Source: an optimization exercise on an open RTL-to-GDS flow (aim: small area and a short achievable clock period). Production flows keep margins and buffers that such runs may drop.
RTL that was checked went through simulation tests only; none was proved equivalent to the original.
For run 1, only the layout was checked, not whether the RTL still works.
Power is estimated from default activity; no workload was simulated.

## flow/design.v (module list and top-level ports; edited modules follow where they fit)
// module running_average: 27 lines
// module ra_add_out: 430 lines
// module ra_add_nxt: 423 lines
// module ra_fa: 4 lines
// module ra_a21boi: 3 lines
// module ra_aoi21: 3 lines
// module ra_inv: 3 lines
// module ra_nand2: 3 lines
// module ra_nor2: 3 lines
// module ra_nor2b: 3 lines
// module ra_nor3b: 3 lines
// module ra_o21bai: 3 lines
// module ra_oai21: 3 lines
// module ra_xnor2: 3 lines
// module ra_xor2: 3 lines
module running_average #(
  parameter N = 4,
  parameter DATAWIDTH = 32
)(
  input   wire        clk,
  input   wire        reset,
  input   wire [DATAWIDTH -1 : 0] data_i,
  output  wire [DATAWIDTH -1 : 0] average_o
);
  // ...
==> flow/flow/run.sh <==
#!/bin/bash
set -euo pipefail
here=$(pwd)
DU_DEFAULT=$(cat flow/default_dont_use.txt)
DU_BIG=$(cat flow/big_cells.txt)
bash standard.sh DONT_USE_CELLS="$DU_DEFAULT $DU_BIG" synth > "$here/synth.log" 2>&1
args=()
if [[ -f flow/pnr_args.txt ]]; then
  while IFS= read -r line; do
    [[ -n "$line" && "$line" != \#* ]] && args+=("$line")
  done < flow/pnr_args.txt
fi
bash standard.sh "${args[@]}" finish > "$here/pnr.log" 2>&1
==> flow/flow/big_cells.txt <==
sky130_fd_sc_hd__a2111o_2 sky130_fd_sc_hd__a2111o_4 sky130_fd_sc_hd__a2111oi_2 sky130_fd_sc_hd__a2111oi_4 sky130_fd_sc_hd__a211o_2 sky130_fd_sc_hd__a211o_4 sky130_fd_sc_hd__a211oi_2 sky130_fd_sc_hd__a211oi_4 sky130_fd_sc_hd__a21bo_2 sky130_fd_sc_hd__a21bo_4 sky130_fd_sc_hd__a21boi_2 sky130_fd_sc_hd__a21boi_4 sky130_fd_sc_hd__a21o_2 sky130_fd_sc_hd__a21o_4 sky130_fd_sc_hd__a21oi_2 sky130_fd_sc_hd__a21oi_4 sky130_fd_sc_hd__a221o_2 sky130_fd_sc_hd__a221o_4 sky130_fd_sc_hd__a221oi_2 sky130_fd_sc_hd__a221oi_4 sky130_fd_sc_hd__a22o_2 sky130_fd_sc_hd__a22o_4 sky130_fd_sc_hd__a22oi_2 sky130_fd_sc_hd__a22oi_4 sky130_fd_sc_hd__a2bb2o_2 sky130_fd_sc_hd__a2bb2o_4 sky130_fd_sc_hd__a2bb2oi_2 sky130_fd_sc_hd__a2bb2oi_4 sky130_fd_sc_hd__a311o_2 sky130_fd_sc_hd__a311o_4 sky130_fd_sc_hd__a311oi_2 sky130_fd_sc_hd__a311oi_4 sky130_fd_sc_hd__a31o_2 sky130_fd_sc_hd__a31o_4 sky130_fd_sc_hd__a31oi_2 sky130_fd_sc_hd__a31oi_4 sky130_fd_sc_hd__a32o_2 sky130_fd_sc_hd__a32o_4 sky130_fd_sc_hd__a32oi_2 sky130_fd_sc_hd__a32oi_4 sky130_fd_sc_hd__a41o_2 sky130_fd_sc_hd__a41o_4 sky130_fd_sc_hd__a41oi_2 sky130_fd_sc_hd__a41oi_4 sky130_fd_sc_hd__and2_2 sky130_fd_sc_hd__and2_4 sky130_fd_sc_hd__and2b_2 sky130_fd_sc_hd__and2b_4 sky130_fd_sc_hd__and3_2 sky130_fd_sc_hd__and3_4 sky130_fd_sc_hd__and3b_2 sky130_fd_sc_hd__and3b_4 sky130_fd_sc_hd__and4_2 sky130_fd_sc_hd__and4_4 sky130_fd_sc_hd__and4b_2 sky130_fd_sc_hd__and4b_4 sky130_fd_sc_hd__and4bb_2 sky130_fd_sc_hd__and4bb_4 sky130_fd_sc_hd__fa_2 sky130_fd_sc_hd__fa_4 sky130_fd_sc_hd__ha_2 sky130_fd_sc_hd__ha_4 sky130_fd_sc_hd__inv_12 sky130_fd_sc_hd__inv_16 sky130_fd_sc_hd__inv_2 sky130_fd_sc_hd__inv_4 sky130_fd_sc_hd__inv_6 sky130_fd_sc_hd__inv_8 sky130_fd_sc_hd__maj3_2 sky130_fd_sc_hd__maj3_4 sky130_fd_sc_hd__mux2_2 sky130_fd_sc_hd__mux2_4 sky130_fd_sc_hd__mux2_8 sky130_fd_sc_hd__mux2i_2 sky130_fd_sc_hd__mux2i_4 sky130_fd_sc_hd__mux4_2 sky130_fd_sc_hd__mux4_4 sky130_fd_sc_hd__nand2_2 sky130_fd_sc_hd__nand2_4 sky130_fd_sc_hd__nand2_8 sky130_fd_sc_hd__nand2b_2 sky130_fd_sc_hd__nand2b_4 sky130_fd_sc_hd__nand3_2 sky130_fd_sc_hd__nand3_4 sky130_fd_sc_hd__nand3b_2 sky130_fd_sc_hd__nand3b_4 sky130_fd_sc_hd__nand4_2 sky130_fd_sc_hd__nand4_4 sky130_fd_sc_hd__nand4b_2 sky130_fd_sc_hd__nand4b_4 sky130_fd_sc_hd__nand4bb_2 sky130_fd_sc_hd__nand4bb_4 sky130_fd_sc_hd__nor2_2 sky130_fd_sc_hd__nor2_4 sky130_fd_sc_hd__nor2_8 sky130_fd_sc_hd__nor2b_2 sky130_fd_sc_hd__nor2b_4 sky130_fd_sc_hd__nor3_2 sky130_fd_sc_hd__nor3_4 sky130_fd_sc_hd__nor3b_2 sky130_fd_sc_hd__nor3b_4 sky130_fd_sc_hd__nor4_2 sky130_fd_sc_hd__nor4_4 sky130_fd_sc_hd__nor4b_2 sky130_fd_sc_hd__nor4b_4 sky130_fd_sc_hd__nor4bb_2 sky130_fd_sc_hd__nor4bb_4 sky130_fd_sc_hd__o2111a_2 sky130_fd_sc_hd__o2111a_4 sky130_fd_sc_hd__o2111ai_2 sky130_fd_sc_hd__o2111ai_4 sky130_fd_sc_hd__o211a_2 sky130_fd_sc_hd__o211a_4 sky130_fd_sc_hd__o211ai_2 sky130_fd_sc_hd__o211ai_4 sky130_fd_sc_hd__o21a_2 sky130_fd_sc_hd__o21a_4 sky130_fd_sc_hd__o21ai_2 sky130_fd_sc_hd__o21ai_4 sky130_fd_sc_hd__o21ba_2 sky130_fd_sc_hd__o21ba_4 sky130_fd_sc_hd__o21bai_2 sky130_fd_sc_hd__o21bai_4 sky130_fd_sc_hd__o221a_2 sky130_fd_sc_hd__o221a_4 sky130_fd_sc_hd__o221ai_2 sky130_fd_sc_hd__o221ai_4 sky130_fd_sc_hd__o22a_2 sky130_fd_sc_hd__o22a_4 sky130_fd_sc_hd__o22ai_2 sky130_fd_sc_hd__o22ai_4 sky130_fd_sc_hd__o2bb2a_2 sky130_fd_sc_hd__o2bb2a_4 sky130_fd_sc_hd__o2bb2ai_2 sky130_fd_sc_hd__o2bb2ai_4 sky130_fd_sc_hd__o311a_2 sky130_fd_sc_hd__o311a_4 sky130_fd_sc_hd__o311ai_2 sky130_fd_sc_hd__o311ai_4 sky130_fd_sc_hd__o31a_2 sky130_fd_sc_hd__o31a_4 sky130_fd_sc_hd__o31ai_2 sky130_fd_sc_hd__o31ai_4 sky130_fd_sc_hd__o32a_2 sky130_fd_sc_hd__o32a_4 sky130_fd_sc_hd__o32ai_2 sky130_fd_sc_hd__o32ai_4 sky130_fd_sc_hd__o41a_2 sky130_fd_sc_hd__o41a_4 sky130_fd_sc_hd__o41ai_2 sky130_fd_sc_hd__o41ai_4 sky130_fd_sc_hd__or2_2 sky130_fd_sc_hd__or2_4 sky130_fd_sc_hd__or2b_2 sky130_fd_sc_hd__or2b_4 sky130_fd_sc_hd__or3_2 sky130_fd_sc_hd__or3_4 sky130_fd_sc_hd__or3b_2 sky130_fd_sc_hd__or3b_4 sky130_fd_sc_hd__or4_2 sky130_fd_sc_hd__or4_4 sky130_fd_sc_hd__or4b_2 sky130_fd_sc_hd__or4b_4 sky130_fd_sc_hd__or4bb_2 sky130_fd_sc_hd__or4bb_4 sky130_fd_sc_hd__xnor2_2 sky130_fd_sc_hd__xnor2_4 sky130_fd_sc_hd__xnor3_2 sky130_fd_sc_hd__xnor3_4 sky130_fd_sc_hd__xor2_2 sky130_fd_sc_hd__xor2_4 sky130_fd_sc_hd__xor3_2 sky130_fd_sc_hd__xor3_4
==> flow/flow/default_dont_use.txt <==
sky130_fd_sc_hd__probe_p_8 sky130_fd_sc_hd__probec_p_8 sky130_fd_sc_hd__lpflow_bleeder_1 sky130_fd_sc_hd__lpflow_clkbufkapwr_1 sky130_fd_sc_hd__lpflow_clkbufkapwr_16 sky130_fd_sc_hd__lpflow_clkbufkapwr_2 sky130_fd_sc_hd__lpflow_clkbufkapwr_4 sky130_fd_sc_hd__lpflow_clkbufkapwr_8 sky130_fd_sc_hd__lpflow_clkinvkapwr_1 sky130_fd_sc_hd__lpflow_clkinvkapwr_16 sky130_fd_sc_hd__lpflow_clkinvkapwr_2 sky130_fd_sc_hd__lpflow_clkinvkapwr_4 sky130_fd_sc_hd__lpflow_clkinvkapwr_8 sky130_fd_sc_hd__lpflow_decapkapwr_12 sky130_fd_sc_hd__lpflow_decapkapwr_3 sky130_fd_sc_hd__lpflow_decapkapwr_4 sky130_fd_sc_hd__lpflow_decapkapwr_6 sky130_fd_sc_hd__lpflow_decapkapwr_8 sky130_fd_sc_hd__lpflow_inputiso0n_1 sky130_fd_sc_hd__lpflow_inputiso0p_1 sky130_fd_sc_hd__lpflow_inputiso1n_1 sky130_fd_sc_hd__lpflow_inputiso1p_1 sky130_fd_sc_hd__lpflow_inputisolatch_1 sky130_fd_sc_hd__lpflow_isobufsrc_1 sky130_fd_sc_hd__lpflow_isobufsrc_16 sky130_fd_sc_hd__lpflow_isobufsrc_2 sky130_fd_sc_hd__lpflow_isobufsrc_4 sky130_fd_sc_hd__lpflow_isobufsrc_8 sky130_fd_sc_hd__lpflow_isobufsrckapwr_16 sky130_fd_sc_hd__lpflow_lsbuf_lh_hl_isowell_tap_1 sky130_fd_sc_hd__lpflow_lsbuf_lh_hl_isowell_tap_2 sky130_fd_sc_hd__lpflow_lsbuf_lh_hl_isowell_tap_4 sky130_fd_sc_hd__lpflow_lsbuf_lh_isowell_4 sky130_fd_sc_hd__lpflow_lsbuf_lh_isowell_tap_1 sky130_fd_sc_hd__lpflow_lsbuf_lh_isowell_tap_2 sky130_fd_sc_hd__lpflow_lsbuf_lh_isowell_tap_4 
==> flow/flow/pnr_args.txt <==
BUFFER_PORTS_ARGS=-buffer_cell sky130_fd_sc_hd__buf_1
==> flow/standard.sh <==
#!/bin/bash
# synth_recipe.tcl (not shown) runs the flow's synth.tcl, then flattens the netlist and writes it again
# the make line also repeats each setting of config.mk as NAME=value (left out here)
make -C /OpenROAD-flow-scripts/flow DESIGN_CONFIG=/design/flow/config.mk WORK_HOME=/design/flow/orfs CLKGATE_MAP_FILE= SYNTH_SCRIPT=/design/flow/synth_recipe.tcl "${@:-finish}"
==> flow/config.mk <==
export PLATFORM = sky130hd
export DESIGN_NAME = running_average
export DESIGN_NICKNAME = running_average
export VERILOG_FILES = /design/flow/design.v
export SDC_FILE = /design/flow/constraint.sdc
export NUM_CORES = 4
export LEC_CHECK = 0
export CAP_MARGIN = 0
export CORE_MARGIN = 2
export CORE_UTILIZATION = 60
export CTS_BUF_LIST = sky130_fd_sc_hd__clkbuf_4 sky130_fd_sc_hd__clkbuf_8
export SETUP_SLACK_MARGIN = 2.5
export SLEW_MARGIN = 0
export SYNTH_HIERARCHICAL = 1
==> flow/constraint.sdc <==
create_clock -name core_clock -period 7.0 [get_ports {clk}]
set_input_delay 1.4000 -clock core_clock [delete_from_list [all_inputs] [get_ports {clk}]]
set_output_delay 1.4000 -clock core_clock [all_outputs]
set_load 0.01 [all_outputs]
==> run notes, run 1 <==
Global routing:
- The global routing's busiest layer is met2.
- The met3 track demand over resource is about 5.9%.
- The first-pass GRT wire length is approximately 18 mm.

Die:
- The die outline height is 99.15 um.

Clock network:
- The cell sitting at the root of the clock tree is a sky130_fd_sc_hd__clkbuf_8.
- The number of gates resized after CTS was 9.
- Hold repair after CTS inserted 0 buffers.

Placed design:
- The cell total after placement is 740.
- The number of port buffers is 63.

Finish:
- The number of antenna diodes in the final layout is 0.
- The buffer count excluding the clock tree in the final layout is 76.
- The layout multi-input combinational cell count is 435.
- Counting the inverters off the clock network in the layout gives 35.

Pwr:
- The share of total power dissipated in combinational logic is approximately 50%.
- The total power draw is around 2.2 mW.
- IR analysis of the VDD net gives a maximum drop of ~0.18 mV.

Status:
- The run finished with no timing, DRC or antenna violations.

Timing:
- The clock arrives with 9.520 ps of skew.
- The number of endpoints failing setup at the final stage is 0.
- The final critical path time including I/O delays and setup is ~4400 ps.

Drt:
- The total met2 wirelength after detailed routing is around 5.4 mm.
- In the routed layout, each cell is associated on average with a via count of between 5 and 6.

Setup path:
- The critical path in this run is classified as primary input to output port.
- The cell depth of the worst setup path is 11.
- Walking the worst path, the cells encountered are buf_4 -> nor2_4 -> o21ai_2 -> a21oi_2 -> o21ai_2 -> a21oi_2 -> buf_6 -> o21ai_2 -> a21boi_1 -> xnor2_1 -> clkbuf_2.
- The largest single stage delay on the critical path is roughly 230 ps.

Synthesis:
- The total of flip-flops plus latches after synthesis is 96.
- The simple-gate share of the synthesized area is 19.35%.
==> module ra_add_nxt, before the edit <==
module ra_add_nxt (input wire [31:0] a, input wire [31:0] b, input wire [31:0] c, output wire [31:0] y);
  wire [31:0] fs;
  wire [32:0] fc;
  wire n1;
  wire n2;
  wire n3;
  wire n4;
  wire n5;
  wire n6;
  wire n7;
  wire n8;
  wire n9;
  wire n10;
  wire n11;
  wire n12;
  wire n13;
  wire n14;
  wire n15;
  wire n16;
  wire n17;
  wire n18;
  wire n19;
  wire n20;
  wire n21;
  wire n22;
  wire n23;
  wire n24;
  wire n25;
  wire n26;
  wire n27;
  wire n28;
  wire n29;
  wire n30;
  wire n31;
  wire n32;
  wire n33;
  wire n34;
  wire n35;
  wire n36;
  wire n37;
  wire n38;
  wire n39;
  wire n40;
  wire n41;
  wire n42;
  wire n43;
  wire n44;
  wire n45;
  wire n46;
  wire n47;
  wire n48;
  wire n49;
  wire n50;
  wire n51;
  wire n52;
  wire n53;
  wire n54;
  wire n55;
  wire n56;
  wire n57;
  wire n58;
  wire n59;
  wire n60;
  wire n61;
  wire n62;
  wire n63;
  wire n64;
  wire n65;
  wire n66;
  wire n67;
  wire n68;
  wire n69;
  wire n70;
  wire n71;
  wire n72;
  wire n73;
  wire n74;
  wire n75;
  wire n76;
  wire n77;
  wire n78;
  wire n79;
  wire n80;
  wire n81;
  wire n82;
  wire n83;
  wire n84;
  wire n85;
  wire n86;
  wire n87;
  wire n88;
  wire n89;
  wire n90;
  wire n91;
  wire n92;
  wire n93;
  wire n94;
  wire n95;
  wire n96;
  wire n97;
  wire n98;
  wire n99;
  wire n100;
  wire n101;
  wire n102;
  wire n103;
  wire n104;
  wire n105;
  wire n106;
  wire n107;
  wire n108;
  wire n109;
  wire n110;
  wire n111;
  wire n112;
  wire n113;
  wire n114;
  wire n115;
  wire n116;
  wire n117;
  wire n118;
  wire n119;
  wire n120;
  wire n121;
  wire n122;
  wire n123;
  wire n124;
  wire n125;
  wire n126;
  wire n127;
  wire n128;
  wire n129;
  wire n130;
  wire n131;
  wire n132;
  wire n133;
  wire n134;
  wire n135;
  wire n136;
  wire n137;
  wire n138;
  wire n139;
  wire n140;
  wire n141;
  wire n142;
  wire n143;
  wire n144;
  wire n145;
  wire n146;
  wire n147;
  wire n149;
  wire n151;
  wire n153;
  wire n155;
  wire n157;
  wire n159;
  wire n161;
  wire n163;
  wire n165;
  wire n167;
  wire n169;
  wire n171;
  wire n173;
  wire n175;
  wire n177;
  wire n179;
  wire n181;
  wire n183;
  wire n185;
  wire n187;
  wire n189;
  wire n191;
  wire n193;
  wire n195;
  wire n197;
  wire n199;
  wire n201;
  wire n203;
  wire n205;
  wire n207;
  ra_fa f0 (.a(c[0]), .b(a[0]), .ci(b[0]), .s(fs[0]), .co(fc[1]));
  ra_fa f1 (.a(c[1]), .b(a[1]), .ci(b[1]), .s(fs[1]), .co(fc[2]));
  ra_fa f2 (.a(c[2]), .b(a[2]), .ci(b[2]), .s(fs[2]), .co(fc[3]));
  ra_fa f3 (.a(c[3]), .b(a[3]), .ci(b[3]), .s(fs[3]), .co(fc[4]));
  ra_fa f4 (.a(c[4]), .b(a[4]), .ci(b[4]), .s(fs[4]), .co(fc[5]));
  ra_fa f5 (.a(c[5]), .b(a[5]), .ci(b[5]), .s(fs[5]), .co(fc[6]));
  ra_fa f6 (.a(c[6]), .b(a[6]), .ci(b[6]), .s(fs[6]), .co(fc[7]));
  ra_fa f7 (.a(c[7]), .b(a[7]), .ci(b[7]), .s(fs[7]), .co(fc[8]));
  ra_fa f8 (.a(c[8]), .b(a[8]), .ci(b[8]), .s(fs[8]), .co(fc[9]));
  ra_fa f9 (.a(c[9]), .b(a[9]), .ci(b[9]), .s(fs[9]), .co(fc[10]));
  ra_fa f10 (.a(c[10]), .b(a[10]), .ci(b[10]), .s(fs[10]), .co(fc[11]));
  ra_fa f11 (.a(c[11]), .b(a[11]), .ci(b[11]), .s(fs[11]), .co(fc[12]));
  ra_fa f12 (.a(c[12]), .b(a[12]), .ci(b[12]), .s(fs[12]), .co(fc[13]));
  ra_fa f13 (.a(c[13]), .b(a[13]), .ci(b[13]), .s(fs[13]), .co(fc[14]));
  ra_fa f14 (.a(c[14]), .b(a[14]), .ci(b[14]), .s(fs[14]), .co(fc[15]));
  ra_fa f15 (.a(c[15]), .b(a[15]), .ci(b[15]), .s(fs[15]), .co(fc[16]));
  ra_fa f16 (.a(c[16]), .b(a[16]), .ci(b[16]), .s(fs[16]), .co(fc[17]));
  ra_fa f17 (.a(c[17]), .b(a[17]), .ci(b[17]), .s(fs[17]), .co(fc[18]));
  ra_fa f18 (.a(c[18]), .b(a[18]), .ci(b[18]), .s(fs[18]), .co(fc[19]));
  ra_fa f19 (.a(c[19]), .b(a[19]), .ci(b[19]), .s(fs[19]), .co(fc[20]));
  ra_fa f20 (.a(c[20]), .b(a[20]), .ci(b[20]), .s(fs[20]), .co(fc[21]));
  ra_fa f21 (.a(c[21]), .b(a[21]), .ci(b[21]), .s(fs[21]), .co(fc[22]));
  ra_fa f22 (.a(c[22]), .b(a[22]), .ci(b[22]), .s(fs[22]), .co(fc[23]));
  ra_fa f23 (.a(c[23]), .b(a[23]), .ci(b[23]), .s(fs[23]), .co(fc[24]));
  ra_fa f24 (.a(c[24]), .b(a[24]), .ci(b[24]), .s(fs[24]), .co(fc[25]));
  ra_fa f25 (.a(c[25]), .b(a[25]), .ci(b[25]), .s(fs[25]), .co(fc[26]));
  ra_fa f26 (.a(c[26]), .b(a[26]), .ci(b[26]), .s(fs[26]), .co(fc[27]));
  ra_fa f27 (.a(c[27]), .b(a[27]), .ci(b[27]), .s(fs[27]), .co(fc[28]));
  ra_fa f28 (.a(c[28]), .b(a[28]), .ci(b[28]), .s(fs[28]), .co(fc[29]));
  ra_fa f29 (.a(c[29]), .b(a[29]), .ci(b[29]), .s(fs[29]), .co(fc[30]));
  ra_fa f30 (.a(c[30]), .b(a[30]), .ci(b[30]), .s(fs[30]), .co(fc[31]));
  ra_fa f31 (.a(c[31]), .b(a[31]), .ci(b[31]), .s(fs[31]), .co(fc[32]));
  ra_nand2 g1 (.a(fs[1]), .b(fc[1]), .y(n1));
  ra_nor2 g2 (.a(fs[1]), .b(fc[1]), .y(n2));
  ra_nand2 g3 (.a(fs[2]), .b(fc[2]), .y(n3));
  ra_nor2 g4 (.a(fs[2]), .b(fc[2]), .y(n4));
  ra_nand2 g5 (.a(fs[3]), .b(fc[3]), .y(n5));
  ra_nor2 g6 (.a(fs[3]), .b(fc[3]), .y(n6));
  ra_nand2 g7 (.a(fs[4]), .b(fc[4]), .y(n7));
  ra_nor2 g8 (.a(fs[4]), .b(fc[4]), .y(n8));
  ra_nand2 g9 (.a(fs[5]), .b(fc[5]), .y(n9));
  ra_nor2 g10 (.a(fs[5]), .b(fc[5]), .y(n10));
  ra_nand2 g11 (.a(fs[6]), .b(fc[6]), .y(n11));
  ra_nor2 g12 (.a(fs[6]), .b(fc[6]), .y(n12));
  ra_nand2 g13 (.a(fs[7]), .b(fc[7]), .y(n13));
  ra_nor2 g14 (.a(fs[7]), .b(fc[7]), .y(n14));
  ra_nand2 g15 (.a(fs[8]), .b(fc[8]), .y(n15));
  ra_nor2 g16 (.a(fs[8]), .b(fc[8]), .y(n16));
  ra_nand2 g17 (.a(fs[9]), .b(fc[9]), .y(n17));
  ra_nor2 g18 (.a(fs[9]), .b(fc[9]), .y(n18));
  ra_nand2 g19 (.a(fs[10]), .b(fc[10]), .y(n19));
  ra_nor2 g20 (.a(fs[10]), .b(fc[10]), .y(n20));
  ra_nand2 g21 (.a(fs[11]), .b(fc[11]), .y(n21));
  ra_nor2 g22 (.a(fs[11]), .b(fc[11]), .y(n22));
  ra_nand2 g23 (.a(fs[12]), .b(fc[12]), .y(n23));
  ra_nor2 g24 (.a(fs[12]), .b(fc[12]), .y(n24));
  ra_nand2 g25 (.a(fs[13]), .b(fc[13]), .y(n25));
  ra_nor2 g26 (.a(fs[13]), .b(fc[13]), .y(n26));
  ra_nand2 g27 (.a(fs[14]), .b(fc[14]), .y(n27));
  ra_nor2 g28 (.a(fs[14]), .b(fc[14]), .y(n28));
  ra_nand2 g29 (.a(fs[15]), .b(fc[15]), .y(n29));
  ra_nor2 g30 (.a(fs[15]), .b(fc[15]), .y(n30));
  ra_nand2 g31 (.a(fs[16]), .b(fc[16]), .y(n31));
  ra_nor2 g32 (.a(fs[16]), .b(fc[16]), .y(n32));
  ra_nand2 g33 (.a(fs[17]), .b(fc[17]), .y(n33));
  ra_nor2 g34 (.a(fs[17]), .b(fc[17]), .y(n34));
  ra_nand2 g35 (.a(fs[18]), .b(fc[18]), .y(n35));
  ra_nor2 g36 (.a(fs[18]), .b(fc[18]), .y(n36));
  ra_nand2 g37 (.a(fs[19]), .b(fc[19]), .y(n37));
  ra_nor2 g38 (.a(fs[19]), .b(fc[19]), .y(n38));
  ra_nand2 g39 (.a(fs[20]), .b(fc[20]), .y(n39));
  ra_nor2 g40 (.a(fs[20]), .b(fc[20]), .y(n40));
  ra_nand2 g41 (.a(fs[21]), .b(fc[21]), .y(n41));
  ra_nor2 g42 (.a(fs[21]), .b(fc[21]), .y(n42));
  ra_nand2 g43 (.a(fs[22]), .b(fc[22]), .y(n43));
  ra_nor2 g44 (.a(fs[22]), .b(fc[22]), .y(n44));
  ra_nand2 g45 (.a(fs[23]), .b(fc[23]), .y(n45));
  ra_nor2 g46 (.a(fs[23]), .b(fc[23]), .y(n46));
  ra_nand2 g47 (.a(fs[24]), .b(fc[24]), .y(n47));
  ra_nor2 g48 (.a(fs[24]), .b(fc[24]), .y(n48));
  ra_nand2 g49 (.a(fs[25]), .b(fc[25]), .y(n49));
  ra_nor2 g50 (.a(fs[25]), .b(fc[25]), .y(n50));
  ra_nand2 g51 (.a(fs[26]), .b(fc[26]), .y(n51));
  ra_nor2 g52 (.a(fs[26]), .b(fc[26]), .y(n52));
  ra_nand2 g53 (.a(fs[27]), .b(fc[27]), .y(n53));
  ra_nor2 g54 (.a(fs[27]), .b(fc[27]), .y(n54));
  ra_nand2 g55 (.a(fs[28]), .b(fc[28]), .y(n55));
  ra_nor2 g56 (.a(fs[28]), .b(fc[28]), .y(n56));
  ra_nand2 g57 (.a(fs[29]), .b(fc[29]), .y(n57));
  ra_nor2 g58 (.a(fs[29]), .b(fc[29]), .y(n58));
  ra_nand2 g59 (.a(fs[30]), .b(fc[30]), .y(n59));
  ra_nor2 g60 (.a(fs[30]), .b(fc[30]), .y(n60));
  ra_oai21 g61 (.a1(n4), .a2(n1), .b1(n3), .y(n61));
  ra_oai21 g62 (.a1(n8), .a2(n5), .b1(n7), .y(n62));
  ra_nor2 g63 (.a(n8), .b(n6), .y(n63));
  ra_oai21 g64 (.a1(n12), .a2(n9), .b1(n11), .y(n64));
  ra_nor2 g65 (.a(n12), .b(n10), .y(n65));
  ra_oai21 g66 (.a1(n16), .a2(n13), .b1(n15), .y(n66));
  ra_nor2 g67 (.a(n16), .b(n14), .y(n67));
  ra_oai21 g68 (.a1(n20), .a2(n17), .b1(n19), .y(n68));
  ra_nor2 g69 (.a(n20), .b(n18), .y(n69));
  ra_oai21 g70 (.a1(n24), .a2(n21), .b1(n23), .y(n70));
  ra_nor2 g71 (.a(n24), .b(n22), .y(n71));
  ra_oai21 g72 (.a1(n28), .a2(n25), .b1(n27), .y(n72));
  ra_nor2 g73 (.a(n28), .b(n26), .y(n73));
  ra_oai21 g74 (.a1(n32), .a2(n29), .b1(n31), .y(n74));
  ra_nor2 g75 (.a(n32), .b(n30), .y(n75));
  ra_oai21 g76 (.a1(n36), .a2(n33), .b1(n35), .y(n76));
  ra_nor2 g77 (.a(n36), .b(n34), .y(n77));
  ra_oai21 g78 (.a1(n40), .a2(n37), .b1(n39), .y(n78));
  ra_nor2 g79 (.a(n40), .b(n38), .y(n79));
  ra_oai21 g80 (.a1(n44), .a2(n41), .b1(n43), .y(n80));
  ra_nor2 g81 (.a(n44), .b(n42), .y(n81));
  ra_oai21 g82 (.a1(n48), .a2(n45), .b1(n47), .y(n82));
  ra_nor2 g83 (.a(n48), .b(n46), .y(n83));
  ra_oai21 g84 (.a1(n52), .a2(n49), .b1(n51), .y(n84));
  ra_nor2 g85 (.a(n52), .b(n50), .y(n85));
  ra_oai21 g86 (.a1(n56), .a2(n53), .b1(n55), .y(n86));
  ra_nor2 g87 (.a(n56), .b(n54), .y(n87));
  ra_oai21 g88 (.a1(n60), .a2(n57), .b1(n59), .y(n88));
  ra_nor2 g89 (.a(n60), .b(n58), .y(n89));
  ra_aoi21 g90 (.a1(n63), .a2(n61), .b1(n62), .y(n90));
  ra_aoi21 g91 (.a1(n67), .a2(n64), .b1(n66), .y(n91));
  ra_nand2 g92 (.a(n67), .b(n65), .y(n92));
  ra_aoi21 g93 (.a1(n71), .a2(n68), .b1(n70), .y(n93));
  ra_nand2 g94 (.a(n71), .b(n69), .y(n94));
  ra_aoi21 g95 (.a1(n75), .a2(n72), .b1(n74), .y(n95));
  ra_nand2 g96 (.a(n75), .b(n73), .y(n96));
  ra_aoi21 g97 (.a1(n79), .a2(n76), .b1(n78), .y(n97));
  ra_nand2 g98 (.a(n79), .b(n77), .y(n98));
  ra_aoi21 g99 (.a1(n83), .a2(n80), .b1(n82), .y(n99));
  ra_nand2 g100 (.a(n83), .b(n81), .y(n100));
  ra_aoi21 g101 (.a1(n87), .a2(n84), .b1(n86), .y(n101));
  ra_nand2 g102 (.a(n87), .b(n85), .y(n102));
  ra_oai21 g103 (.a1(n92), .a2(n90), .b1(n91), .y(n103));
  ra_oai21 g104 (.a1(n96), .a2(n93), .b1(n95), .y(n104));
  ra_nor2 g105 (.a(n96), .b(n94), .y(n105));
  ra_oai21 g106 (.a1(n100), .a2(n97), .b1(n99), .y(n106));
  ra_nor2 g107 (.a(n100), .b(n98), .y(n107));
  ra_aoi21 g108 (.a1(n105), .a2(n103), .b1(n104), .y(n108));
  ra_inv g109 (.a(n107), .y(n109));
  ra_o21bai g110 (.a1(n109), .a2(n108), .b1n(n106), .y(n110));
  ra_inv g111 (.a(n94), .y(n111));
  ra_a21boi g112 (.a1(n111), .a2(n103), .b1n(n93), .y(n112));
  ra_oai21 g113 (.a1(n98), .a2(n108), .b1(n97), .y(n113));
  ra_inv g114 (.a(n102), .y(n114));
  ra_a21boi g115 (.a1(n114), .a2(n110), .b1n(n101), .y(n115));
  ra_inv g116 (.a(n65), .y(n116));
  ra_o21bai g117 (.a1(n116), .a2(n90), .b1n(n64), .y(n117));
  ra_aoi21 g118 (.a1(n69), .a2(n103), .b1(n68), .y(n118));
  ra_inv g119 (.a(n73), .y(n119));
  ra_o21bai g120 (.a1(n119), .a2(n112), .b1n(n72), .y(n120));
  ra_inv g121 (.a(n77), .y(n121));
  ra_o21bai g122 (.a1(n121), .a2(n108), .b1n(n76), .y(n122));
  ra_aoi21 g123 (.a1(n81), .a2(n113), .b1(n80), .y(n123));
  ra_aoi21 g124 (.a1(n85), .a2(n110), .b1(n84), .y(n124));
  ra_inv g125 (.a(n89), .y(n125));
  ra_o21bai g126 (.a1(n125), .a2(n115), .b1n(n88), .y(n126));
  ra_inv g127 (.a(n6), .y(n127));
  ra_a21boi g128 (.a1(n127), .a2(n61), .b1n(n5), .y(n128));
  ra_oai21 g129 (.a1(n10), .a2(n90), .b1(n9), .y(n129));
  ra_inv g130 (.a(n14), .y(n130));
  ra_a21boi g131 (.a1(n130), .a2(n117), .b1n(n13), .y(n131));
  ra_inv g132 (.a(n18), .y(n132));
  ra_a21boi g133 (.a1(n132), .a2(n103), .b1n(n17), .y(n133));
  ra_oai21 g134 (.a1(n22), .a2(n118), .b1(n21), .y(n134));
  ra_oai21 g135 (.a1(n26), .a2(n112), .b1(n25), .y(n135));
  ra_inv g136 (.a(n30), .y(n136));
  ra_a21boi g137 (.a1(n136), .a2(n120), .b1n(n29), .y(n137));
  ra_oai21 g138 (.a1(n34), .a2(n108), .b1(n33), .y(n138));
  ra_inv g139 (.a(n38), .y(n139));
  ra_a21boi g140 (.a1(n139), .a2(n122), .b1n(n37), .y(n140));
  ra_inv g141 (.a(n42), .y(n141));
  ra_a21boi g142 (.a1(n141), .a2(n113), .b1n(n41), .y(n142));
  ra_oai21 g143 (.a1(n46), .a2(n123), .b1(n45), .y(n143));
  ra_inv g144 (.a(n50), .y(n144));
  ra_a21boi g145 (.a1(n144), .a2(n110), .b1n(n49), .y(n145));
  ra_oai21 g146 (.a1(n54), .a2(n124), .b1(n53), .y(n146));
  ra_oai21 g147 (.a1(n58), .a2(n115), .b1(n57), .y(n147));
  assign y[0] = fs[0];
  assign fc[0] = 1'b0;
  ra_xor2 g148 (.a(fs[1]), .b(fc[1]), .y(y[1]));
  ra_nor2b g149 (.a(n4), .bn(n3), .y(n149));
  ra_xnor2 g150 (.a(n149), .b(n1), .y(y[2]));
  ra_nor2b g151 (.a(n6), .bn(n5), .y(n151));
  ra_xor2 g152 (.a(n151), .b(n61), .y(y[3]));
  ra_nor2b g153 (.a(n8), .bn(n7), .y(n153));
  ra_xnor2 g154 (.a(n153), .b(n128), .y(y[4]));
  ra_nor2b g155 (.a(n10), .bn(n9), .y(n155));
  ra_xnor2 g156 (.a(n155), .b(n90), .y(y[5]));
  ra_nor2b g157 (.a(n12), .bn(n11), .y(n157));
  ra_xor2 g158 (.a(n157), .b(n129), .y(y[6]));
  ra_nor2b g159 (.a(n14), .bn(n13), .y(n159));
  ra_xor2 g160 (.a(n159), .b(n117), .y(y[7]));
  ra_nor2b g161 (.a(n16), .bn(n15), .y(n161));
  ra_xnor2 g162 (.a(n161), .b(n131), .y(y[8]));
  ra_nor2b g163 (.a(n18), .bn(n17), .y(n163));
  ra_xor2 g164 (.a(n163), .b(n103), .y(y[9]));
  ra_nor2b g165 (.a(n20), .bn(n19), .y(n165));
  ra_xnor2 g166 (.a(n165), .b(n133), .y(y[10]));
  ra_nor2b g167 (.a(n22), .bn(n21), .y(n167));
  ra_xnor2 g168 (.a(n167), .b(n118), .y(y[11]));
  ra_nor2b g169 (.a(n24), .bn(n23), .y(n169));
  ra_xor2 g170 (.a(n169), .b(n134), .y(y[12]));
  ra_nor2b g171 (.a(n26), .bn(n25), .y(n171));
  ra_xnor2 g172 (.a(n171), .b(n112), .y(y[13]));
  ra_nor2b g173 (.a(n28), .bn(n27), .y(n173));
  ra_xor2 g174 (.a(n173), .b(n135), .y(y[14]));
  ra_nor2b g175 (.a(n30), .bn(n29), .y(n175));
  ra_xor2 g176 (.a(n175), .b(n120), .y(y[15]));
  ra_nor2b g177 (.a(n32), .bn(n31), .y(n177));
  ra_xnor2 g178 (.a(n177), .b(n137), .y(y[16]));
  ra_nor2b g179 (.a(n34), .bn(n33), .y(n179));
  ra_xnor2 g180 (.a(n179), .b(n108), .y(y[17]));
  ra_nor2b g181 (.a(n36), .bn(n35), .y(n181));
  ra_xor2 g182 (.a(n181), .b(n138), .y(y[18]));
  ra_nor2b g183 (.a(n38), .bn(n37), .y(n183));
  ra_xor2 g184 (.a(n183), .b(n122), .y(y[19]));
  ra_nor2b g185 (.a(n40), .bn(n39), .y(n185));
  ra_xnor2 g186 (.a(n185), .b(n140), .y(y[20]));
  ra_nor2b g187 (.a(n42), .bn(n41), .y(n187));
  ra_xor2 g188 (.a(n187), .b(n113), .y(y[21]));
  ra_nor2b g189 (.a(n44), .bn(n43), .y(n189));
  ra_xnor2 g190 (.a(n189), .b(n142), .y(y[22]));
  ra_nor2b g191 (.a(n46), .bn(n45), .y(n191));
  ra_xnor2 g192 (.a(n191), .b(n123), .y(y[23]));
  ra_nor2b g193 (.a(n48), .bn(n47), .y(n193));
  ra_xor2 g194 (.a(n193), .b(n143), .y(y[24]));
  ra_nor2b g195 (.a(n50), .bn(n49), .y(n195));
  ra_xor2 g196 (.a(n195), .b(n110), .y(y[25]));
  ra_nor2b g197 (.a(n52), .bn(n51), .y(n197));
  ra_xnor2 g198 (.a(n197), .b(n145), .y(y[26]));
  ra_nor2b g199 (.a(n54), .bn(n53), .y(n199));
  ra_xnor2 g200 (.a(n199), .b(n124), .y(y[27]));
  ra_nor2b g201 (.a(n56), .bn(n55), .y(n201));
  ra_xor2 g202 (.a(n201), .b(n146), .y(y[28]));
  ra_nor2b g203 (.a(n58), .bn(n57), .y(n203));
  ra_xnor2 g204 (.a(n203), .b(n115), .y(y[29]));
  ra_nor2b g205 (.a(n60), .bn(n59), .y(n205));
  ra_xor2 g206 (.a(n205), .b(n147), .y(y[30]));
  ra_xor2 g207 (.a(fs[31]), .b(fc[31]), .y(n207));
  ra_xor2 g208 (.a(n207), .b(n126), .y(y[31]));
endmodule
==> run 2, diff against run 1 <==
--- a/flow/design.v
+++ b/flow/design.v
@@ -605,36 +605,39 @@
   wire n145;
   wire n146;
   wire n147;
+  wire n148;
   wire n149;
-  wire n151;
-  wire n153;
-  wire n155;
-  wire n157;
-  wire n159;
-  wire n161;
-  wire n163;
-  wire n165;
-  wire n167;
-  wire n169;
-  wire n171;
-  wire n173;
-  wire n175;
-  wire n177;
-  wire n179;
-  wire n181;
-  wire n183;
-  wire n185;
-  wire n187;
-  wire n189;
-  wire n191;
-  wire n193;
-  wire n195;
-  wire n197;
-  wire n199;
-  wire n201;
-  wire n203;
-  wire n205;
-  wire n207;
+  wire n150;
+  wire n152;
+  wire n154;
+  wire n156;
+  wire n158;
+  wire n160;
+  wire n162;
+  wire n164;
+  wire n166;
+  wire n168;
+  wire n170;
+  wire n172;
+  wire n174;
+  wire n176;
+  wire n178;
+  wire n180;
+  wire n182;
+  wire n184;
+  wire n186;
+  wire n188;
+  wire n190;
+  wire n192;
+  wire n194;
+  wire n196;
+  wire n198;
+  wire n200;
+  wire n202;
+  wire n204;
+  wire n206;
+  wire n208;
+  wire n210;
   ra_fa f0 (.a(c[0]), .b(a[0]), .ci(b[0]), .s(fs[0]), .co(fc[1]));
   ra_fa f1 (.a(c[1]), .b(a[1]), .ci(b[1]), .s(fs[1]), .co(fc[2]));
   ra_fa f2 (.a(c[2]), .b(a[2]), .ci(b[2]), .s(fs[2]), .co(fc[3]));
@@ -774,109 +777,112 @@
   ra_nor2 g105 (.a(n96), .b(n94), .y(n105));
   ra_oai21 g106 (.a1(n100), .a2(n97), .b1(n99), .y(n106));
   ra_nor2 g107 (.a(n100), .b(n98), .y(n107));
-  ra_aoi21 g108 (.a1(n105), .a2(n103), .b1(n104), .y(n108));
-  ra_inv g109 (.a(n107), .y(n109));
-  ra_o21bai g110 (.a1(n109), .a2(n108), .b1n(n106), .y(n110));
-  ra_inv g111 (.a(n94), .y(n111));
-  ra_a21boi g112 (.a1(n111), .a2(n103), .b1n(n93), .y(n112));
-  ra_oai21 g113 (.a1(n98), .a2(n108), .b1(n97), .y(n113));
-  ra_inv g114 (.a(n102), .y(n114));
-  ra_a21boi g115 (.a1(n114), .a2(n110), .b1n(n101), .y(n115));
-  ra_inv g116 (.a(n65), .y(n116));
-  ra_o21bai g117 (.a1(n116), .a2(n90), .b1n(n64), .y(n117));
-  ra_aoi21 g118 (.a1(n69), .a2(n103), .b1(n68), .y(n118));
-  ra_inv g119 (.a(n73), .y(n119));
-  ra_o21bai g120 (.a1(n119), .a2(n112), .b1n(n72), .y(n120));
-  ra_inv g121 (.a(n77), .y(n121));
-  ra_o21bai g122 (.a1(n121), .a2(n108), .b1n(n76), .y(n122));
-  ra_aoi21 g123 (.a1(n81), .a2(n113), .b1(n80), .y(n123));
-  ra_aoi21 g124 (.a1(n85), .a2(n110), .b1(n84), .y(n124));
-  ra_inv g125 (.a(n89), .y(n125));
-  ra_o21bai g126 (.a1(n125), .a2(n115), .b1n(n88), .y(n126));
-  ra_inv g127 (.a(n6), .y(n127));
-  ra_a21boi g128 (.a1(n127), .a2(n61), .b1n(n5), .y(n128));
-  ra_oai21 g129 (.a1(n10), .a2(n90), .b1(n9), .y(n129));
-  ra_inv g130 (.a(n14), .y(n130));
-  ra_a21boi g131 (.a1(n130), .a2(n117), .b1n(n13), .y(n131));
-  ra_inv g132 (.a(n18), .y(n132));
-  ra_a21boi g133 (.a1(n132), .a2(n103), .b1n(n17), .y(n133));
-  ra_oai21 g134 (.a1(n22), .a2(n118), .b1(n21), .y(n134));
-  ra_oai21 g135 (.a1(n26), .a2(n112), .b1(n25), .y(n135));
-  ra_inv g136 (.a(n30), .y(n136));
-  ra_a21boi g137 (.a1(n136), .a2(n120), .b1n(n29), .y(n137));
-  ra_oai21 g138 (.a1(n34), .a2(n108), .b1(n33), .y(n138));
-  ra_inv g139 (.a(n38), .y(n139));
-  ra_a21boi g140 (.a1(n139), .a2(n122), .b1n(n37), .y(n140));
-  ra_inv g141 (.a(n42), .y(n141));
-  ra_a21boi g142 (.a1(n141), .a2(n113), .b1n(n41), .y(n142));
-  ra_oai21 g143 (.a1(n46), .a2(n123), .b1(n45), .y(n143));
-  ra_inv g144 (.a(n50), .y(n144));
-  ra_a21boi g145 (.a1(n144), .a2(n110), .b1n(n49), .y(n145));
-  ra_oai21 g146 (.a1(n54), .a2(n124), .b1(n53), .y(n146));
-  ra_oai21 g147 (.a1(n58), .a2(n115), .b1(n57), .y(n147));
+  ra_inv g108 (.a(n94), .y(n108));
+  ra_a21boi g109 (.a1(n108), .a2(n103), .b1n(n93), .y(n109));
+  ra_aoi21 g110 (.a1(n105), .a2(n103), .b1(n104), .y(n110));
+  ra_inv g111 (.a(n102), .y(n111));
+  ra_a21boi g112 (.a1(n111), .a2(n106), .b1n(n101), .y(n112));
+  ra_nor2b g113 (.a(n102), .bn(n107), .y(n113));
+  ra_oai21 g114 (.a1(n98), .a2(n110), .b1(n97), .y(n114));
+  ra_inv g115 (.a(n107), .y(n115));
+  ra_o21bai g116 (.a1(n115), .a2(n110), .b1n(n106), .y(n116));
+  ra_inv g117 (.a(n113), .y(n117));
+  ra_oai21 g118 (.a1(n117), .a2(n110), .b1(n112), .y(n118));
+  ra_inv g119 (.a(n65), .y(n119));
+  ra_o21bai g120 (.a1(n119), .a2(n90), .b1n(n64), .y(n120));
+  ra_aoi21 g121 (.a1(n69), .a2(n103), .b1(n68), .y(n121));
+  ra_inv g122 (.a(n73), .y(n122));
+  ra_o21bai g123 (.a1(n122), .a2(n109), .b1n(n72), .y(n123));
+  ra_inv g124 (.a(n77), .y(n124));
+  ra_o21bai g125 (.a1(n124), .a2(n110), .b1n(n76), .y(n125));
+  ra_aoi21 g126 (.a1(n81), .a2(n114), .b1(n80), .y(n126));
+  ra_aoi21 g127 (.a1(n85), .a2(n116), .b1(n84), .y(n127));
+  ra_aoi21 g128 (.a1(n89), .a2(n118), .b1(n88), .y(n128));
+  ra_inv g129 (.a(n6), .y(n129));
+  ra_a21boi g130 (.a1(n129), .a2(n61), .b1n(n5), .y(n130));
+  ra_oai21 g131 (.a1(n10), .a2(n90), .b1(n9), .y(n131));
+  ra_inv g132 (.a(n14), .y(n132));
+  ra_a21boi g133 (.a1(n132), .a2(n120), .b1n(n13), .y(n133));
+  ra_inv g134 (.a(n18), .y(n134));
+  ra_a21boi g135 (.a1(n134), .a2(n103), .b1n(n17), .y(n135));
+  ra_oai21 g136 (.a1(n22), .a2(n121), .b1(n21), .y(n136));
+  ra_oai21 g137 (.a1(n26), .a2(n109), .b1(n25), .y(n137));
+  ra_inv g138 (.a(n30), .y(n138));
+  ra_a21boi g139 (.a1(n138), .a2(n123), .b1n(n29), .y(n139));
+  ra_oai21 g140 (.a1(n34), .a2(n110), .b1(n33), .y(n140));
+  ra_inv g141 (.a(n38), .y(n141));
+  ra_a21boi g142 (.a1(n141), .a2(n125), .b1n(n37), .y(n142));
+  ra_inv g143 (.a(n42), .y(n143));
+  ra_a21boi g144 (.a1(n143), .a2(n114), .b1n(n41), .y(n144));
+  ra_oai21 g145 (.a1(n46), .a2(n126), .b1(n45), .y(n145));
+  ra_inv g146 (.a(n50), .y(n146));
+  ra_a21boi g147 (.a1(n146), .a2(n116), .b1n(n49), .y(n147));
+  ra_oai21 g148 (.a1(n54), .a2(n127), .b1(n53), .y(n148));
+  ra_inv g149 (.a(n58), .y(n149));
+  ra_a21boi g150 (.a1(n149), .a2(n118), .b1n(n57), .y(n150));
   assign y[0] = fs[0];
   assign fc[0] = 1'b0;
-  ra_xor2 g148 (.a(fs[1]), .b(fc[1]), .y(y[1]));
-  ra_nor2b g149 (.a(n4), .bn(n3), .y(n149));
-  ra_xnor2 g150 (.a(n149), .b(n1), .y(y[2]));
-  ra_nor2b g151 (.a(n6), .bn(n5), .y(n151));
-  ra_xor2 g152 (.a(n151), .b(n61), .y(y[3]));
-  ra_nor2b g153 (.a(n8), .bn(n7), .y(n153));
-  ra_xnor2 g154 (.a(n153), .b(n128), .y(y[4]));
-  ra_nor2b g155 (.a(n10), .bn(n9), .y(n155));
-  ra_xnor2 g156 (.a(n155), .b(n90), .y(y[5]));
-  ra_nor2b g157 (.a(n12), .bn(n11), .y(n157));
-  ra_xor2 g158 (.a(n157), .b(n129), .y(y[6]));
-  ra_nor2b g159 (.a(n14), .bn(n13), .y(n159));
-  ra_xor2 g160 (.a(n159), .b(n117), .y(y[7]));
-  ra_nor2b g161 (.a(n16), .bn(n15), .y(n161));
-  ra_xnor2 g162 (.a(n161), .b(n131), .y(y[8]));
-  ra_nor2b g163 (.a(n18), .bn(n17), .y(n163));
-  ra_xor2 g164 (.a(n163), .b(n103), .y(y[9]));
-  ra_nor2b g165 (.a(n20), .bn(n19), .y(n165));
-  ra_xnor2 g166 (.a(n165), .b(n133), .y(y[10]));
-  ra_nor2b g167 (.a(n22), .bn(n21), .y(n167));
-  ra_xnor2 g168 (.a(n167), .b(n118), .y(y[11]));
-  ra_nor2b g169 (.a(n24), .bn(n23), .y(n169));
-  ra_xor2 g170 (.a(n169), .b(n134), .y(y[12]));
-  ra_nor2b g171 (.a(n26), .bn(n25), .y(n171));
-  ra_xnor2 g172 (.a(n171), .b(n112), .y(y[13]));
-  ra_nor2b g173 (.a(n28), .bn(n27), .y(n173));
-  ra_xor2 g174 (.a(n173), .b(n135), .y(y[14]));
-  ra_nor2b g175 (.a(n30), .bn(n29), .y(n175));
-  ra_xor2 g176 (.a(n175), .b(n120), .y(y[15]));
-  ra_nor2b g177 (.a(n32), .bn(n31), .y(n177));
-  ra_xnor2 g178 (.a(n177), .b(n137), .y(y[16]));
-  ra_nor2b g179 (.a(n34), .bn(n33), .y(n179));
-  ra_xnor2 g180 (.a(n179), .b(n108), .y(y[17]));
-  ra_nor2b g181 (.a(n36), .bn(n35), .y(n181));
-  ra_xor2 g182 (.a(n181), .b(n138), .y(y[18]));
-  ra_nor2b g183 (.a(n38), .bn(n37), .y(n183));
-  ra_xor2 g184 (.a(n183), .b(n122), .y(y[19]));
-  ra_nor2b g185 (.a(n40), .bn(n39), .y(n185));
-  ra_xnor2 g186 (.a(n185), .b(n140), .y(y[20]));
-  ra_nor2b g187 (.a(n42), .bn(n41), .y(n187));
-  ra_xor2 g188 (.a(n187), .b(n113), .y(y[21]));
-  ra_nor2b g189 (.a(n44), .bn(n43), .y(n189));
-  ra_xnor2 g190 (.a(n189), .b(n142), .y(y[22]));
-  ra_nor2b g191 (.a(n46), .bn(n45), .y(n191));
-  ra_xnor2 g192 (.a(n191), .b(n123), .y(y[23]));
-  ra_nor2b g193 (.a(n48), .bn(n47), .y(n193));
-  ra_xor2 g194 (.a(n193), .b(n143), .y(y[24]));
-  ra_nor2b g195 (.a(n50), .bn(n49), .y(n195));
-  ra_xor2 g196 (.a(n195), .b(n110), .y(y[25]));
-  ra_nor2b g197 (.a(n52), .bn(n51), .y(n197));
-  ra_xnor2 g198 (.a(n197), .b(n145), .y(y[26]));
-  ra_nor2b g199 (.a(n54), .bn(n53), .y(n199));
-  ra_xnor2 g200 (.a(n199), .b(n124), .y(y[27]));
-  ra_nor2b g201 (.a(n56), .bn(n55), .y(n201));
-  ra_xor2 g202 (.a(n201), .b(n146), .y(y[28]));
-  ra_nor2b g203 (.a(n58), .bn(n57), .y(n203));
-  ra_xnor2 g204 (.a(n203), .b(n115), .y(y[29]));
-  ra_nor2b g205 (.a(n60), .bn(n59), .y(n205));
-  ra_xor2 g206 (.a(n205), .b(n147), .y(y[30]));
-  ra_xor2 g207 (.a(fs[31]), .b(fc[31]), .y(n207));
-  ra_xor2 g208 (.a(n207), .b(n126), .y(y[31]));
+  ra_xor2 g151 (.a(fs[1]), .b(fc[1]), .y(y[1]));
+  ra_nor2b g152 (.a(n4), .bn(n3), .y(n152));
+  ra_xnor2 g153 (.a(n152), .b(n1), .y(y[2]));
+  ra_nor2b g154 (.a(n6), .bn(n5), .y(n154));
+  ra_xor2 g155 (.a(n154), .b(n61), .y(y[3]));
+  ra_nor2b g156 (.a(n8), .bn(n7), .y(n156));
+  ra_xnor2 g157 (.a(n156), .b(n130), .y(y[4]));
+  ra_nor2b g158 (.a(n10), .bn(n9), .y(n158));
+  ra_xnor2 g159 (.a(n158), .b(n90), .y(y[5]));
+  ra_nor2b g160 (.a(n12), .bn(n11), .y(n160));
+  ra_xor2 g161 (.a(n160), .b(n131), .y(y[6]));
+  ra_nor2b g162 (.a(n14), .bn(n13), .y(n162));
+  ra_xor2 g163 (.a(n162), .b(n120), .y(y[7]));
+  ra_nor2b g164 (.a(n16), .bn(n15), .y(n164));
+  ra_xnor2 g165 (.a(n164), .b(n133), .y(y[8]));
+  ra_nor2b g166 (.a(n18), .bn(n17), .y(n166));
+  ra_xor2 g167 (.a(n166), .b(n103), .y(y[9]));
+  ra_nor2b g168 (.a(n20), .bn(n19), .y(n168));
+  ra_xnor2 g169 (.a(n168), .b(n135), .y(y[10]));
+  ra_nor2b g170 (.a(n22), .bn(n21), .y(n170));
+  ra_xnor2 g171 (.a(n170), .b(n121), .y(y[11]));
+  ra_nor2b g172 (.a(n24), .bn(n23), .y(n172));
+  ra_xor2 g173 (.a(n172), .b(n136), .y(y[12]));
+  ra_nor2b g174 (.a(n26), .bn(n25), .y(n174));
+  ra_xnor2 g175 (.a(n174), .b(n109), .y(y[13]));
+  ra_nor2b g176 (.a(n28), .bn(n27), .y(n176));
+  ra_xor2 g177 (.a(n176), .b(n137), .y(y[14]));
+  ra_nor2b g178 (.a(n30), .bn(n29), .y(n178));
+  ra_xor2 g179 (.a(n178), .b(n123), .y(y[15]));
+  ra_nor2b g180 (.a(n32), .bn(n31), .y(n180));
+  ra_xnor2 g181 (.a(n180), .b(n139), .y(y[16]));
+  ra_nor2b g182 (.a(n34), .bn(n33), .y(n182));
+  ra_xnor2 g183 (.a(n182), .b(n110), .y(y[17]));
+  ra_nor2b g184 (.a(n36), .bn(n35), .y(n184));
+  ra_xor2 g185 (.a(n184), .b(n140), .y(y[18]));
+  ra_nor2b g186 (.a(n38), .bn(n37), .y(n186));
+  ra_xor2 g187 (.a(n186), .b(n125), .y(y[19]));
+  ra_nor2b g188 (.a(n40), .bn(n39), .y(n188));
+  ra_xnor2 g189 (.a(n188), .b(n142), .y(y[20]));
+  ra_nor2b g190 (.a(n42), .bn(n41), .y(n190));
+  ra_xor2 g191 (.a(n190), .b(n114), .y(y[21]));
+  ra_nor2b g192 (.a(n44), .bn(n43), .y(n192));
+  ra_xnor2 g193 (.a(n192), .b(n144), .y(y[22]));
+  ra_nor2b g194 (.a(n46), .bn(n45), .y(n194));
+  ra_xnor2 g195 (.a(n194), .b(n126), .y(y[23]));
+  ra_nor2b g196 (.a(n48), .bn(n47), .y(n196));
+  ra_xor2 g197 (.a(n196), .b(n145), .y(y[24]));
+  ra_nor2b g198 (.a(n50), .bn(n49), .y(n198));
+  ra_xor2 g199 (.a(n198), .b(n116), .y(y[25]));
+  ra_nor2b g200 (.a(n52), .bn(n51), .y(n200));
+  ra_xnor2 g201 (.a(n200), .b(n147), .y(y[26]));
+  ra_nor2b g202 (.a(n54), .bn(n53), .y(n202));
+  ra_xnor2 g203 (.a(n202), .b(n127), .y(y[27]));
+  ra_nor2b g204 (.a(n56), .bn(n55), .y(n204));
+  ra_xor2 g205 (.a(n204), .b(n148), .y(y[28]));
+  ra_nor2b g206 (.a(n58), .bn(n57), .y(n206));
+  ra_xor2 g207 (.a(n206), .b(n118), .y(y[29]));
+  ra_nor2b g208 (.a(n60), .bn(n59), .y(n208));
+  ra_xnor2 g209 (.a(n208), .b(n150), .y(y[30]));
+  ra_xor2 g210 (.a(fs[31]), .b(fc[31]), .y(n210));
+  ra_xnor2 g211 (.a(n210), .b(n128), .y(y[31]));
 endmodule
 module ra_fa (input wire a, input wire b, input wire ci, output wire s, output wire co);
   assign s = a ^ b ^ ci;
--- a/flow/config.mk
+++ b/flow/config.mk
@@ -12,3 +12,4 @@
 export SETUP_SLACK_MARGIN = 2.5
 export SLEW_MARGIN = 0
 export SYNTH_HIERARCHICAL = 1
+export TNS_END_PERCENT = 20
==> run notes, run 2 <==
Synthesis:
- Counting flops with an async set or reset pin after synthesis yields a share of 100.0%.
- For this run, the number of Yosys warnings is 7.
- The mapped netlist covers 0.005446 sq mm.
- After synthesis, flip-flops and latches occupy roughly 44% of the total area.
- In the post-synthesis netlist, the cell with the most instances is sky130_fd_sc_hd__dfrtp_1.
- Ranked by total cell area, the synthesized netlist is headed by sky130_fd_sc_hd__dfrtp_1 44%, sky130_fd_sc_hd__fa_1 12%, sky130_fd_sc_hd__nor2_1 6.3%, sky130_fd_sc_hd__nand2_1 5.2%, sky130_fd_sc_hd__xnor2_1 5.1%.
- Summed over all instances, the cell type with the most area after synthesis is sky130_fd_sc_hd__dfrtp_1.
- Sorting the synthesized cells by how often they occur yields 96 x sky130_fd_sc_hd__dfrtp_1, 92 x sky130_fd_sc_hd__nor2_1, 75 x sky130_fd_sc_hd__nand2_1.
- The mean instance size in the synthesized netlist is approximately 9.5 sq um.
- The synthesized instance count is 571.
- The total of flip-flops plus latches after synthesis came to 96 (unchanged).
- The netlist uses 15 different library cells.
- The most used flip-flop cell after synthesis is sky130_fd_sc_hd__dfrtp_1.
- In this run, synthesis inferred 0 flip-flops with an integrated enable.
- The share of Yosys cell area claimed by the top area cell type is between 40% and 50%.

Timing:
- The portion of the clock cycle consumed by the worst path in the final layout is 63.27%.
- The final clock skew is 10.78 ps (+1.261 ps).
- Timing would allow up to around 230 MHz.
- The number of endpoints failing setup at the final stage was 0 (unchanged).
- Setup repair after global routing could not meet its margin everywhere.
- The worst pin sits at a relative slew slack of between 50% and 60%.
- The final critical path time including I/O delays and setup is 4429 ps (+4.000 ps).
- The number of hold violations in the final report came to 0.
- The final max-slew violation count is 0.
- Summed over all failing endpoints, the final setup total negative slack is 0 ps.
- The pin slew with the least headroom to its limit is approximately 730 ps.

Pwr:
- The peak supply drop is 0.1845 mV (+1.2%).
- The switching power share of the total is between 40 and 50%.
- Internal power comes to between 1 and 1.5 mW.
- The power dissipated by switching net loads is 874.4 uW.
- Dividing total power by cell area gives a power density of between 300 and 400 mW/mm^2.
- The fraction of power consumed by combinational cells is 49.6% (about the same).
- For this design the static power due to leakage is 2.697 nW.
- The share of power burned in the clock network is between 10% and 20%.
- Of the total power, registers draw 33.3%.
- The total power draw is 2.154 mW (-0.62%).

Global routing:
- The residual overflow from global routing is 0.
- The number of antenna violations at the first check in global routing came to 0.
- The global-route total usage across every layer is about a quarter.
- The number of global-route vias before repair came to between 4000 and 5000.
- Entering global routing, the biggest net connects between 50 and 60 pins.
- The first-pass GRT wire length was 18.21 mm (+2.4%).

Drt:
- The total number of vias is between 4000 and 5000.
- The vias per cell was 5.364 (+1.0%).
- The final layout contains routed wiring with a total length of 11.06 mm.
- In this run the remaining antenna-violating nets after routing total 0.
- For this run, design rule violations remaining after detail routing come to 0.
- The number of iterations in the first detailed-routing pass is 5.
- Dividing the detail-routed wire length by the instance count gives ~14 um.
- The detailed router finished its first iteration with around 160 violations.

Hold path:
- The class of the most critical hold timing path is flop to flop.

Finish:
- Leaving out fill and tap cells, the most frequent cells in the layout are 96 x sky130_fd_sc_hd__dfrtp_1, 75 x sky130_fd_sc_hd__nor2_1, 73 x sky130_fd_sc_hd__nand2_1.
- The post-layout net count is between 700 and 800.
- Leaving out fill and tap cells, the most frequent cell in the layout is sky130_fd_sc_hd__dfrtp_1.
- Relative to the synthesized area, the layout overhead comes to 16.13%.
- The antenna diode instance count was 0 (unchanged).
- The largest registers in the layout are s1: 32 flops, s2: 32 flops, s3: 32 flops.
- The share of final-layout standard cells stronger than drive strength 1 is between 10% and 20%.
- The total of fill cells in the finished design is ~650.

Setup path:
- Of all nets on the critical path, the largest fanout is 8.
- The nature of the critical path startpoint is a primary input.
- The critical path endpoint category is an output port.
- The worst setup path is of the primary input to output port kind.
- STA puts the critical path data required time at between 5000 and 6000 ps.
- The worst path arrival time is 3030 ps.

Die:
- The floorplan step defined a die boundary enclosing approximately 0.0099 sq mm.
- The count of pins on the block boundary is 66.
- The die outline height came to 99.28 um (+0.13%).
- After floorplanning, the core was divided into 34 placement rows.
- For this configuration, the core starts out at a cell density of between 60% and 70%.
- The die extent in x is between 90 and 100 um.
- The total core area is slightly below 0.009 sq mm.

Clock network:
- The number of clock sinks is 96.
- The number of hold buffers added after CTS is 0 (unchanged).
- The clock tree synthesis step divided the H-tree into 3 levels.
- The root buffer cell is sky130_fd_sc_hd__clkbuf_8.
- The TritonCTS clock tree is built.
- The number of CTS-inserted buffers is 9.
- The largest buffer count on any clock path is 2.
- The clock latency on the worst-skew pair is 350 ps.
- The clock slew seen by the registers of the worst setup and hold paths is approximately 90 ps.

Placed design:
- Routability-driven placement finished with a final weighted congestion of between 0.7 and 0.8.
- The HPWL after detailed placement is between 8 and 9 mm.
- The number of port buffers was 63 (unchanged).

Run:
- The tool flagged a number of max-cap violations equal to 0.

Status:
- The run finished with no timing, DRC or antenna violations.
==> run 2: cell count changes after synthesis, sizes merged <==
cell,delta
xnor2,+1
xor2,-1
a21oi,+1
o21bai,-1
a21boi,+1
inv,+1
nor2b,+1
==> run 2: metal layers <==
layer	global-route usage (%)	vias up	wire (um)
met4	6.322	0	159
met3	5.552	9	495
li1	-	2014	-
met2	40.33	84	5753
met5	0	-	0
met1	30.33	2007	4654
==> run 2: power by group through the flow <==
stage / logic (mW) / clock network, mW / registers [mW]
floorplan: 0.683 / 0 / 0.703
global route: 1.18 / 0.406 / 0.731
CTS: 0.970 / 0.384 / 0.709
finish: 1.07 / 0.368 / 0.717
detailed placement: 0.929 / 0 / 0.717
global placement: 0.899 / 0 / 0.715
==> run 2: worst paths after layout <==
path | start | to | slack [ps] | cells past startpoint
max in group asynchronous | reset | s1[19] | 4550 | 4
min reg2reg | s1[18] | s2[18] | 410 | 0
max reg2reg | s1[2] | s3[28] | 3580 | 10
max | data_i[7] | average_o[29] | 2570 | 11
min in group asynchronous | reset | s1[14] | 1350 | 3
min | s1[18] | s2[18] | 410 | 0
==> run 2: per-stage QoR <==
stage	util, %	hold slack [ps]	instances	cell area, sq um	setup slack (ps)
2_1_floorplan	-	385.6	572	5450	2546
3_3_place_gp	66.46	386.3	743	5824	2114
3_5_place_dp	66.46	397.1	743	5824	1943
4_1_cts	69.73	411.0	762	6111	2496
5_1_grt	72.17	427.6	767	6325	2443
6_report	72.17	409.4	767	6325	2571
==> run 2: timing repair <==
action	in CTS	in global routing
setup endpoints to repair	22	14
gates cloned	0	0
pin swaps	3	10
buffers inserted	3	5
resized for setup	19	64
==> run 2: critical path: stages <==
cell and delay (ps):
sky130_fd_sc_hd__clkbuf_2 120, sky130_fd_sc_hd__nor2_2 190, sky130_fd_sc_hd__nor2_1 80, sky130_fd_sc_hd__a21oi_1 180, sky130_fd_sc_hd__o21ai_2 110, sky130_fd_sc_hd__a21oi_2 170, sky130_fd_sc_hd__buf_6 210, sky130_fd_sc_hd__o21ai_4 80
sky130_fd_sc_hd__a21boi_2 200, sky130_fd_sc_hd__xnor2_2 130, sky130_fd_sc_hd__buf_2 150
==> run 2: area by class of cell <==
type,count,area (sq um),area share (%)
clock buffers,11,145.1,2.295
inverters,36,137.6,2.176
multi-input cells,437,3083,48.74
well taps,108,135.1,2.137
repair buffers,74,357.8,5.658
flip-flops and latches,96,2402,37.98
clock inverters,5,63.81,1.009
==> run 2: kinds of logic (layout without fill, tap and decap cells) <==
family                   after synthesis  count (layout)  share of synthesized area [%]
adder cells (fa/ha/maj)               32              32                          11.76
AND/OR/NAND/NOR                      230             230                          19.41
XOR/XNOR                              63              63                          10.13
buffers and inverters                 39             126                          2.895
flip-flops                            96              96                          44.11
other                                  1               2                        0.06885
AO/OA/AOI/OAI                        110             110                          11.62
==> run 2: per-module statistics from Yosys, one instance, submodules excluded, excerpt <==
module           flip-flops and latches  cells  cell area (sq um)  times used
ra_add_nxt                            0      1              7.507           1
ra_fa                                 0      1              20.02          32
ra_inv                                0      1              3.754          35
ra_nand2                              0      1              3.754          75
ra_nor2b                              0      1              6.256          34
ra_o21bai                             0      1              7.507          11
ra_oai21                              0      1              5.005          53
ra_xnor2                              0      1              8.758          32
ra_xor2                               0      1              8.758          31
running_average                      96    100               2425           1
==> run 3, diff against run 2 <==
--- a/flow/config.mk
+++ b/flow/config.mk
@@ -12,4 +12,3 @@
 export SETUP_SLACK_MARGIN = 2.5
 export SLEW_MARGIN = 0
 export SYNTH_HIERARCHICAL = 1
-export TNS_END_PERCENT = 20
==> run notes, run 3 <==
Placed design:
- The worst setup timing slack at the placement stage was 1943 ps (unchanged).
- The weighted congestion reported at the end of routability-driven placement is 0.7712 (unchanged).
- The number of port buffers came to 63 (unchanged).

Setup path:
- The terminus of the critical flop-to-flop path is s3[28].
- The critical path endpoint category is an output port.

Timing:
- The pin slew with the least headroom to its limit is 727.9 ps (+2.481 ps).
- The number of hold violations in the final report came to 0 (unchanged).
- The number of endpoints failing setup at the final stage is 0 (unchanged).
- The worst-case headroom to the max-slew limit is 51.48% (-0.17 points).
- The final clock skew is 10.54 ps (-0.2445 ps).
- The final max-slew violation count is 0 (unchanged).

Synthesis:
- After synthesis, the cell types taking the most area are sky130_fd_sc_hd__dfrtp_1 44%, sky130_fd_sc_hd__fa_1 12%, sky130_fd_sc_hd__nor2_1 6.3%, sky130_fd_sc_hd__nand2_1 5.2%, sky130_fd_sc_hd__xnor2_1 5.1%.
- The mean instance size in the synthesized netlist is 9.538 sq um (unchanged).
- Yosys instantiated no cell more often than sky130_fd_sc_hd__dfrtp_1.
- The synthesized instance count came to 571 (unchanged).
- The sequential-to-total area share from yosys stat is 44.11% (unchanged).
- The share of Yosys cell area claimed by the top area cell type is 44.11% (unchanged).

Clock network:
- The number of hold buffers added after CTS is 0 (unchanged).
- The tree is rooted in a sky130_fd_sc_hd__clkbuf_8.
- The clock latency on the worst-skew pair came to 350 ps (about the same).

Hold path:
- The number of instances on the worst hold path is 0 (unchanged).
- The worst hold path belongs to the class flop to flop.

Finish:
- The antenna diode instance count is 0 (unchanged).
- The most common cell after layout, fill and taps aside is sky130_fd_sc_hd__dfrtp_1.
- The share of final-layout standard cells stronger than drive strength 1 is 15.48% (+0.61 points).

Pwr:
- The peak supply drop is 0.1884 mV (+2.1%).
- The static leakage is 2.703 nW (+0.20%).

Drt:
- The routed wire length was 11.07 mm (about the same).
- The average wire per cell in the routed design came to 14.43 um (about the same).
- The total number of vias was 4123 (+0.22%).

Global routing:
- The global-route total usage across every layer was 23.53% (unchanged).

Run:
- The max-cap violation count is 0 (unchanged).

Die:
- The total core area is 0.008763 sq mm (unchanged).

Status:
- The flow ran to the end and the layout has no timing, DRC or antenna violations.
## run 3: final cells by class
type | instances | area (sq um)
Clock inverter | 5 | 63.81
Sequential cell | 96 | 2402
Timing Repair Buffer | 74 | 362.8
Inverter | 36 | 137.6
Multi-Input combinational cell | 437 | 3093
Tap cell | 108 | 135.1
Fill cell | 646 | 2424
Clock buffer | 11 | 145.1
## run 3: what timing repair did
item | CTS | global route
setup buffers | 3 | 5
setup endpoints to repair | 22 | 14
gates resized for setup | 19 | 69
pin swaps | 3 | 11
## run 3: worst min-delay path by stage
stage / endpoint / slack [ps]
2_1_floorplan: s2[0] / 390
3_3_place_gp: s2[10] / 390
3_5_place_dp: s2[3] / 400
4_1_cts: s2[18] / 410
5_1_grt: s2[10] / 430
6_report: s2[18] / 410
## run 3: cells by family after synthesis
logic type,count (synthesis),synth area share (%)
other,1,0.06885
and+or+nand+nor,230,19.41
buffers and inverters,39,2.895
xor gates and xnor gates,63,10.13
DFF,96,44.11
adders and majority gates,32,11.76
AOI/OAI and AO/OA,110,11.62
## run 3: modules after synthesis, one instance, submodules excluded, a selection
module           times used  cells inside  area, sq um  flip-flops and latches
ra_xor2                  31             1        8.758                       0
ra_xnor2                 32             1        8.758                       0
ra_fa                    32             1        20.02                       0
ra_aoi21                 24             1        5.005                       0
ra_nor3b                 29             1        7.507                       0
ra_o21bai                11             1        7.507                       0
running_average           1           100         2425                      96
ra_oai21                 53             1        5.005                       0
ra_add_nxt                1             1        7.507                       0
ra_nor2b                 34             1        6.256                       0
ra_a21boi                22             1        7.507                       0
## run 3: layer usage
metal	global-route usage [%]	wire, um	vias up
li1	-	-	2012
met4	6.322	156	0
met1	30.33	4681	2020
met3	5.552	472	9
met2	40.33	5756	82
met5	0	0	-
## run 3: power by group
part | switching [mW] | total [mW] | internal [mW] | leakage [nW]
Clock | 0.187 | 0.369 | 0.182 | 0.104
Sequential | 0.0656 | 0.718 | 0.652 | 1.12
Combinational | 0.624 | 1.07 | 0.449 | 1.48
## run 3: stage by stage
stage / cells / power (mW)
global placement: 743 / 1.614
detailed placement: 743 / 1.646
floorplan: 572 / 1.386
global route: 767 / 2.321
finish: 767 / 2.160
CTS: 762 / 2.063
## run 3: critical path: stages
cell,delay [ps]
sky130_fd_sc_hd__clkbuf_2,120
sky130_fd_sc_hd__nor2_2,190
sky130_fd_sc_hd__nor2_1,80
sky130_fd_sc_hd__a21oi_1,180
sky130_fd_sc_hd__o21ai_2,110
sky130_fd_sc_hd__a21oi_2,170
sky130_fd_sc_hd__buf_6,210
sky130_fd_sc_hd__o21ai_4,80
sky130_fd_sc_hd__a21boi_2,200
sky130_fd_sc_hd__xnor2_2,130
sky130_fd_sc_hd__buf_2,150
